This is an optimization exercise on Yosys and OpenROAD, whose aim is small area, not a production implementation.
Function was checked by simulation only, so behaviour that the tests miss may differ from the original.
No activity file was given, so power comes from the tool's default toggle rates.

// missile_predictor_fpga
module missile_predictor_fpga(
    input clk50mhz,
    input rst,
    input uart_rx,
    output reg servo_pwm_out_x,
    output reg servo_pwm_out_y
);
==> flow/config.mk <==
export PLATFORM = sky130hd
export DESIGN_NAME = missile_predictor_fpga
export DESIGN_NICKNAME = missile_predictor_fpga
export VERILOG_FILES = /design/flow/design.v
export SDC_FILE = /design/flow/constraint.sdc
export NUM_CORES = 4
export LEC_CHECK = 0
export CAP_MARGIN = 20
export CORE_MARGIN = 2
export CORE_UTILIZATION = 60
export CTS_BUF_LIST = sky130_fd_sc_hd__clkbuf_16
export CTS_CLUSTER_DIAMETER = 200
export CTS_CLUSTER_SIZE = 20
export SLEW_MARGIN = 20
==> flow/constraint.sdc <==
create_clock -name core_clock -period 20.0 [get_ports {clk50mhz}]
set_input_delay 4.0000 -clock core_clock [delete_from_list [all_inputs] [get_ports {clk50mhz}]]
set_output_delay 4.0000 -clock core_clock [all_outputs]
set_load 0.01 [all_outputs]
run.sh (not shown) runs the stock make flow with config.mk's settings and CLKGATE_MAP_FILE= SYNTH_SCRIPT=/design/flow/synth_recipe.tcl, a recipe that flattens the netlist after the stock synthesis.
The first run passed the timing, DRC and antenna checks.
==> next run, changes <==
- CTS_BUF_LIST: sky130_fd_sc_hd__clkbuf_16 -> sky130_fd_sc_hd__clkbuf_2 sky130_fd_sc_hd__clkbuf_4
- CTS_CLUSTER_DIAMETER: 200 -> not set
- CTS_CLUSTER_SIZE: 20 -> 30
- die area is unchanged
- clock power climbs by 47%
- worst setup slack degrades by 0.14 ns
- clock skew climbs by 0.015 ns
- first-iteration DRC count climbs by 12%
- critical path depth does not change
- routed wire length climbs by 1.6%
- hold slack degrades by 0.0075 ns
- total power climbs by 16%
- via count climbs by 6.6%
- global-route usage climbs by 1.0 points
==> next run, changes <==
- CORE_UTILIZATION: 60 -> 70
- CTS_BUF_LIST: sky130_fd_sc_hd__clkbuf_2 sky130_fd_sc_hd__clkbuf_4 -> sky130_fd_sc_hd__clkbuf_16
- CTS_CLUSTER_DIAMETER: not set -> 80
- CTS_CLUSTER_SIZE: 30 -> 35
Result: The changed run finished with timing, DRC and antenna clean. Global-route usage increases by 2.5 points. Clock power decreases by 39%. Core utilization increases by 6.6 points. Combinational power stays flat. Synthesized area is unchanged. Power decreases by 17%. Design area decreases by 5.6%. Hold slack improved by 0.0079 ns.
==> next run, changes <==
- CORE_UTILIZATION: 70 -> 40
- CTS_BUF_LIST: sky130_fd_sc_hd__clkbuf_16 -> not set
- CTS_CLUSTER_DIAMETER: 80 -> not set
- CTS_CLUSTER_SIZE: 35 -> not set
Effect: The changed run completed without violations. Design area increases by 8.0%. Via count decreases by 3.3%. First-iteration DRC count decreases by 43%. Global-route usage decreases by 10 points. Core utilization decreases by 30 points. Non-clock buffer count increases by 4. Setup slack gets better by 0.028 ns.

* * *

Another version of the RTL of missile_predictor_fpga (not shown whole).
Size in the first run: about 0.0078 mm2 of cells after synthesis.
==> flow/config.mk <==
export PLATFORM = sky130hd
export DESIGN_NAME = missile_predictor_fpga
export DESIGN_NICKNAME = missile_predictor_fpga
export VERILOG_FILES = /design/flow/design.v
export SDC_FILE = /design/flow/constraint.sdc
export NUM_CORES = 4
export LEC_CHECK = 0
export CAP_MARGIN = 20
export CORE_MARGIN = 2
export CORE_UTILIZATION = 70
export GPL_ROUTABILITY_DRIVEN = 0
export GPL_TIMING_DRIVEN = 0
export SLEW_MARGIN = 20
==> flow/constraint.sdc <==
create_clock -name core_clock -period 20.0 [get_ports {clk50mhz}]
set_input_delay 4.0000 -clock core_clock [delete_from_list [all_inputs] [get_ports {clk50mhz}]]
set_output_delay 4.0000 -clock core_clock [all_outputs]
set_load 0.01 [all_outputs]
standard.sh (not shown) runs the stock make flow with config.mk's settings and CLKGATE_MAP_FILE= SYNTH_SCRIPT=/design/flow/synth_recipe.tcl, a recipe that flattens the netlist after the stock synthesis.
==> flow/flow/run.sh <==
#!/bin/bash
# Own layout flow:
#  1. the standard synthesis (standard.sh synth);
#  2. its combinational logic re-mapped for area by ABC (flow/remap.tcl),
#     keeping every register cell and name of the standard synthesis;
#  3. the standard layout from floorplan on (standard.sh), with the
#     clock tree synthesis arguments overridden (no dummy loads).
# Each tool's output goes to a log file of its own in this folder.
set -euo pipefail
R=orfs/results/${FLOW_PLATFORM}/missile_predictor_fpga/base
export BUFFER_PORTS_ARGS="-buffer_cell sky130_fd_sc_hd__buf_1"
export CTS_ARGS="-sink_clustering_enable -repair_clock_nets -dont_use_dummy_load -sink_clustering_size 25 -sink_clustering_max_diameter 40 -buf_list {sky130_fd_sc_hd__clkbuf_8 sky130_fd_sc_hd__clkbuf_16} -sink_clustering_buffer sky130_fd_sc_hd__clkbuf_8 -root_buf sky130_fd_sc_hd__clkbuf_8"

bash standard.sh synth > log_1_standard_synth.log 2>&1
cp "$R/1_2_yosys.v" standard_synth.v

export REMAP_LIB="${FLOW_HOME}/platforms/${FLOW_PLATFORM}/lib/sky130_fd_sc_hd__tt_025C_1v80.lib"
export REMAP_IN="$PWD/standard_synth.v"
export REMAP_OUT="$PWD/remapped.v"
"${FLOW_HOME}/../tools/install/yosys/bin/yosys" -c flow/remap.tcl > log_2_remap.log 2>&1

cp remapped.v "$R/1_2_yosys.v"
rm -f "$R/1_synth.odb" "$R/1_synth.sdc"
bash standard.sh > log_3_standard_layout.log 2>&1
Other scripts of this flow, unchanged in this note and not shown: flow/flow/remap.tcl
Next try:
--- a/flow/flow/run.sh
+++ b/flow/flow/run.sh
@@ -11,3 +11,3 @@
 export BUFFER_PORTS_ARGS="-buffer_cell sky130_fd_sc_hd__buf_1"
-export CTS_ARGS="-sink_clustering_enable -repair_clock_nets -dont_use_dummy_load -sink_clustering_size 25 -sink_clustering_max_diameter 40 -buf_list {sky130_fd_sc_hd__clkbuf_8 sky130_fd_sc_hd__clkbuf_16} -sink_clustering_buffer sky130_fd_sc_hd__clkbuf_8 -root_buf sky130_fd_sc_hd__clkbuf_8"
+export CTS_ARGS="-sink_clustering_enable -repair_clock_nets -dont_use_dummy_load -sink_clustering_size 10 -sink_clustering_max_diameter 35 -buf_list {sky130_fd_sc_hd__clkbuf_4 sky130_fd_sc_hd__clkbuf_8 sky130_fd_sc_hd__clkbuf_16} -sink_clustering_buffer sky130_fd_sc_hd__clkbuf_4 -root_buf sky130_fd_sc_hd__clkbuf_8"
 
Outcome: Power shrinks by 2.2%. Core utilization shrinks by 0.45 points. First-iteration DRC count shrinks by 9.3%. Hold slack gets better by 30 ps. Setup slack gets better by 39 ps. Via count grows by 1.1%. Register-to-register slack gets better by 40 ps. Sequential power stays flat. Routed wire length grows by 0.89%. Design area shrinks by 0.58%.
Next try:
--- a/flow/flow/run.sh
+++ b/flow/flow/run.sh
@@ -11,3 +11,3 @@
 export BUFFER_PORTS_ARGS="-buffer_cell sky130_fd_sc_hd__buf_1"
-export CTS_ARGS="-sink_clustering_enable -repair_clock_nets -dont_use_dummy_load -sink_clustering_size 10 -sink_clustering_max_diameter 35 -buf_list {sky130_fd_sc_hd__clkbuf_4 sky130_fd_sc_hd__clkbuf_8 sky130_fd_sc_hd__clkbuf_16} -sink_clustering_buffer sky130_fd_sc_hd__clkbuf_4 -root_buf sky130_fd_sc_hd__clkbuf_8"
+export CTS_ARGS="-sink_clustering_enable -repair_clock_nets -dont_use_dummy_load -sink_clustering_size 11 -sink_clustering_max_diameter 40 -buf_list {sky130_fd_sc_hd__clkbuf_4 sky130_fd_sc_hd__clkbuf_8 sky130_fd_sc_hd__clkbuf_16} -sink_clustering_buffer sky130_fd_sc_hd__clkbuf_4 -root_buf sky130_fd_sc_hd__clkbuf_8"
 
The new run produced a clean layout; via count went down by about 0.8%; power fell by about 2.6%; clock power came out lower by 9.5%; register-to-register slack barely changes; synthesized cell count does not change; non-clock buffer count stays the same; clock-buffer cell count came out lower by 7; design area drops by about 0.8%; die area stays the same; global-route usage is lower by 0.36 points.
Next try:
--- a/flow/flow/run.sh
+++ b/flow/flow/run.sh
@@ -11,3 +11,3 @@
 export BUFFER_PORTS_ARGS="-buffer_cell sky130_fd_sc_hd__buf_1"
-export CTS_ARGS="-sink_clustering_enable -repair_clock_nets -dont_use_dummy_load -sink_clustering_size 11 -sink_clustering_max_diameter 40 -buf_list {sky130_fd_sc_hd__clkbuf_4 sky130_fd_sc_hd__clkbuf_8 sky130_fd_sc_hd__clkbuf_16} -sink_clustering_buffer sky130_fd_sc_hd__clkbuf_4 -root_buf sky130_fd_sc_hd__clkbuf_8"
+export CTS_ARGS="-sink_clustering_enable -repair_clock_nets -dont_use_dummy_load -sink_clustering_size 18 -sink_clustering_max_diameter 50 -buf_list {sky130_fd_sc_hd__clkbuf_8 sky130_fd_sc_hd__clkbuf_16} -sink_clustering_buffer sky130_fd_sc_hd__clkbuf_8 -root_buf sky130_fd_sc_hd__clkbuf_8"
 
After rerunning:
- sequential power barely changes
- power is higher by 1.6%
- final area grows by 0.38%
- non-clock buffer count is unchanged
- hold slack gains 3.9 ps
- register-to-register slack gets worse by 60 ps
- routed wire length stays flat
- setup slack is worse by 61 ps
- clock-buffer cell count fell by 10

## re-timing with driven ports
The results above use ideal ports. As a check the final layouts listed here were re-extracted and re-timed, cells and wires unchanged. Step 1: set_driving_cell puts a clkbuf_16 on clk50mhz and a buf_2 on each other input, an assumption about the parent block. Step 2 adds t to the input delays and takes it off the output delays; t is the mean of the earliest and latest rising clock arrival at the registers after step 1. Input paths then give back, and output paths get back, about the clock's delay inside the block. Slacks: no drivers / after step 1 / after step 2; pairs: no drivers / after step 1.
run	t, ns	setup slack, ns	worst hold slack (ns)	clock arrival spread, ns
the first run of note 1	0.528	14.672 / 14.631 / 14.188	0.323 / 0.323 / 0.323	0.015 / 0.016
the second run of note 1	0.671	14.536 / 14.500 / 14.164	0.316 / 0.315 / 0.315	0.027 / 0.027
the third run of note 1	0.510	14.621 / 14.621 / 14.218	0.323 / 0.323 / 0.323	0.016 / 0.017
the fourth run of note 1	0.563	14.649 / 14.605 / 14.501	0.322 / 0.322 / 0.322	0.009 / 0.010
the first run of note 2	0.541	13.839 / 13.839 / 13.839	0.255 / 0.255 / 0.255	0.086 / 0.086
the second run of note 2	0.506	13.878 / 13.878 / 13.878	0.285 / 0.285 / 0.285	0.050 / 0.050
the third run of note 2	0.534	13.881 / 13.881 / 13.881	0.284 / 0.284 / 0.284	0.058 / 0.059
the fourth run of note 2	0.529	13.820 / 13.820 / 13.820	0.288 / 0.288 / 0.288	0.089 / 0.089
After both steps setup and hold are still met in every run listed. For the first run of note 1, which loses most, drivers alone change the setup slack by -0.041 ns; drivers and shift together by -0.484 ns.
